Background: an optimization exercise with open tools, aiming at small area. Do not read the settings as production practice. In this exercise RTL edits were held to simulation tests only and were not proved equivalent to the original.

// rx_fullsuma_error_top
module rx_fullsuma_error_top(
	input [31:0] rx_data,
	input rx_clk,
	input reset,
	input trans_en,
	output reg tx_serial,
	output reg led_3c,
	input aligned,
	input [3:0] rx_k
);
localparam [2:0] S_RST = 3'd1, S_IDLE = 3'd0, S_PKT = 3'd4, S_PKTA = 3'd5,
                 S_EOP = 3'd2, S_WAIT = 3'd6, S_SEND = 3'd7;
localparam [1:0] F_IDLE = 2'd0, F_SOP = 2'd1, F_WAIT = 2'd2, F_ERR = 2'd3;
localparam [3:0] U_IDLE = 4'd1, U_WAIT = 4'd7, U_STOP = 4'd0;
reg [2:0] st;
reg aux;
reg [1:0] f3;
reg [3:0] up;
reg [10:0] bcq;
reg [6:0] pq;       
reg [19:0] cw;
reg [7:0] tot;
reg [4:0] err;
wire k0 = rx_k[0];
wire low_dc = rx_data[7:0] == 8'hDC;
wire nlow_dc = ~low_dc;
wire is_sop = (rx_data[7:0] == 8'h3C) & k0;
wire is_eop = low_dc & k0;
wire en = st == S_PKT;
wire nen = ~en;
wire [31:0] o;
wire [6:1] on;    
bx2 u_o31 (.a(pq[5]), .b(pq[6]), .y(o[31]));
bx2 u_o30 (.a(pq[4]), .b(pq[5]), .y(o[30]));
bx2 u_o29 (.a(pq[3]), .b(pq[4]), .y(o[29]));
  ...
==> flow/config.mk <==
export PLATFORM = sky130hd
export DESIGN_NAME = rx_fullsuma_error_top
export DESIGN_NICKNAME = rx_fullsuma_error_top
export VERILOG_FILES = /design/flow/design.v
export SDC_FILE = /design/flow/constraint.sdc
export NUM_CORES = 4
export LEC_CHECK = 0
export CAP_MARGIN = 0
export CORE_MARGIN = 2
export CORE_UTILIZATION = 60
export GPL_ROUTABILITY_DRIVEN = 0
export GPL_TIMING_DRIVEN = 0
export PLACE_DENSITY = 0.7
export SLEW_MARGIN = 0
export SYNTH_HIERARCHICAL = 1
==> flow/constraint.sdc <==
create_clock -name core_clock -period 7.0 [get_ports {rx_clk}]
set_input_delay 1.4000 -clock core_clock [delete_from_list [all_inputs] [get_ports {rx_clk}]]
set_output_delay 1.4000 -clock core_clock [all_outputs]
set_load 0.01 [all_outputs]
standard.sh (not shown) runs the stock make flow with config.mk's settings and CLKGATE_MAP_FILE= SYNTH_SCRIPT=/design/flow/synth_recipe.tcl, a recipe that flattens the netlist after the stock synthesis.
==> flow/flow/run.sh <==
#!/bin/bash
# The standard layout (standard.sh), with two changes:
# - the port buffers are the smallest buffer cell, buf_1, instead of the resizer's pick;
# - clock tree synthesis clusters sinks more coarsely and adds no dummy loads.
# make's output goes to make_finish.log here; ORFS keeps each step's log under orfs/logs.
set -euo pipefail
bash standard.sh \
  "BUFFER_PORTS_ARGS=-buffer_cell sky130_fd_sc_hd__buf_1" \
  "CTS_ARGS=-sink_clustering_enable -repair_clock_nets -sink_clustering_size 30 -sink_clustering_max_diameter 200 -buf_list sky130_fd_sc_hd__clkbuf_8 -dont_use_dummy_load" \
  finish > make_finish.log 2>&1
The baseline completed without violations.
Rerun with:
--- a/flow/design.v
+++ b/flow/design.v
@@ -290,29 +290,26 @@
 end endgenerate
 wire nclr = st != S_IDLE;
 wire [7:0] tot_s;
 wire [7:0] tc;
 bha u_t0 (.a(tot[0]), .b(err[0]), .s(tot_s[0]), .co(tc[0]));
 generate for (gi = 1; gi < 5; gi = gi + 1) begin : g_tf
 	bfa u_t (.a(tot[gi]), .b(err[gi]), .c(tc[gi - 1]), .s(tot_s[gi]), .co(tc[gi]));
 end endgenerate
 bha u_t5 (.a(tot[5]), .b(tc[4]), .s(tot_s[5]), .co(tc[5]));
 bha u_t6 (.a(tot[6]), .b(tc[5]), .s(tot_s[6]), .co(tc[6]));
 bx2 u_t7 (.a(tot[7]), .b(tc[6]), .y(tot_s[7]));
-wire tot_sh = strobe & f_err & up[3];
-wire tot_keep = nclr & ~tot_sh;
 wire [7:0] tot_d;
-generate for (gi = 0; gi < 7; gi = gi + 1) begin : g_tc
-	bsel2 u_c (.a(tot_keep), .x(tot_s[gi]), .b(tot_sh), .y(tot[gi + 1]), .d(tot_d[gi]));
+generate for (gi = 0; gi < 8; gi = gi + 1) begin : g_tc
+	band u_c (.a(tot_s[gi]), .b(nclr), .y(tot_d[gi]));
 end endgenerate
-band u_tc7 (.a(tot_keep), .b(tot_s[7]), .y(tot_d[7]));
 localparam [10:0] BC_LOAD = 11'd475;
 localparam [10:0] BCQ_LOAD = BC_LOAD ^ 11'b01010101010;
 wire bc_ld = start | strobe;
 wire nbc_ld = ~bc_ld;
 wire bc_fbn;
 bxn2 u_bcf (.a(bcq[10]), .b(bcq[8]), .y(bc_fbn));
 wire [10:0] bcq_d;
 wire [10:0] bcq_shn = {bcq[9:0], bc_fbn};
 generate for (gi = 0; gi < 11; gi = gi + 1) begin : g_bc
 	if ((BCQ_LOAD >> gi) & 1)
 		bnand u_b (.a(bcq_shn[gi]), .b(nbc_ld), .y(bcq_d[gi]));
@@ -331,23 +328,23 @@
 bx2 u_cwf (.a(cw[4]), .b(cw[15]), .y(cw_fb));
 wire [15:0] cw_sh = {cw[14:0], cw_fb};
 wire [19:0] cw_d;
 generate for (gi = 0; gi < 16; gi = gi + 1) begin : g_cw
 	bsel1 u_c (.set(cw_set), .a(cw_wt), .an(cw_nwt), .x(cw_sh[gi]), .y(crc_upd[gi]), .d(cw_d[gi]));
 end endgenerate
 generate for (gi = 16; gi < 20; gi = gi + 1) begin : g_cwh
 	bor u_c (.a(crc_upd[gi]), .b(cw_set), .y(cw_d[gi]));
 end endgenerate
 wire c3c;
 bx2 u_c3c (.a(up[2]), .b(up[1]), .y(c3c));
-wire tx_val = up[3] ? (f_err ? tot[0] : c3c) : ~up[1];
+wire tx_val = up[3] ? (f_err ? tot[up[2:0]] : c3c) : ~up[1];
 wire [3:0] up_s;
 wire [2:0] up_c;
 bha u_up0 (.a(up[0]), .b(strobe), .s(up_s[0]), .co(up_c[0]));
 bha u_up1 (.a(up[1]), .b(up_c[0]), .s(up_s[1]), .co(up_c[1]));
 bha u_up2 (.a(up[2]), .b(up_c[1]), .s(up_s[2]), .co(up_c[2]));
 bx2 u_up3 (.a(up[3]), .b(up_c[2]), .y(up_s[3]));
 wire up_idle = up == U_IDLE;
 wire [3:0] up_d = reset ? U_IDLE : up_idle ? (tx_ready ? U_WAIT : U_IDLE) : up_s;
 wire f3_t1;
 bx2 u_f31 (.a(f3[1]), .b(f3[0] & tx_done), .y(f3_t1));
 wire f3_n0 = f3[0] ? ~tx_done : f3[1] ? (st == S_SEND) & ~tx_done : en;
@@ -410,25 +407,22 @@
 	assign x = d ^ ~(s | on);
 endmodule
 module bc1(input d, input o, input s, output x);
 	assign x = d ^ (s | o);
 endmodule
 module bc0(input d, input o, input ns, output x);
 	assign x = d ^ (ns & o);
 endmodule
 module bcg(input d, input o, input ns, output x);
 	assign x = ns & (d ^ o);
 endmodule
-module bsel2(input a, input x, input b, input y, output d);
-	assign d = (a & x) | (b & y);
-endmodule
 module bnand(input a, input b, output y);
 	assign y = ~(a & b);
 endmodule
 module bnor(input a, input b, output y);
 	assign y = ~(a | b);
 endmodule
 module band(input a, input b, output y);
 	assign y = a & b;
 endmodule
 module bor(input a, input b, output y);
 	assign y = a | b;
Result: Sequential cell count stays the same. Register-to-register slack gets better by 0.15 ns. Synthesized area is higher by 0.64%. Final cell count stays flat. Global-route usage stays flat. Maximum frequency is higher by 2.0%. Die area is higher by 0.62%. Design area is higher by about 0.5%. Via count is lower by about 1%. Setup slack gets better by 0.13 ns. Sequential share of layout area is lower by 0.11 points.

-- afterwards: timing with drivers on the ports --
In the flow no input, the clock included, has a driving cell. The finished layouts below were timed again as built, in two steps. Step 1 sets driving cells, clkbuf_16 on the clock port and buf_2 on the other inputs (assumed; they add their load-dependent delay and slew). Step 2 adds t to the input delays and takes it off the output delays; t is the mean of the earliest and latest rising clock arrival at the registers after step 1. Input paths then give back, and output paths get back, about the clock's delay inside the block. Slacks: ideal ports / drivers / drivers and shift; pairs: ideal ports / drivers.
run | t, ns | setup slack, ns | worst slew at a driven data input, ns
the first run | 0.361 | 0.283 / 0.295 / -0.066 | 0.05
the second run | 0.373 | 0.417 / 0.428 / 0.055 | 0.05
Met with ideal ports but missed after step 2: setup timing in the first run. The setup slack of the second run, which loses most, moves by +0.011 ns with the drivers and by -0.362 ns with both steps.
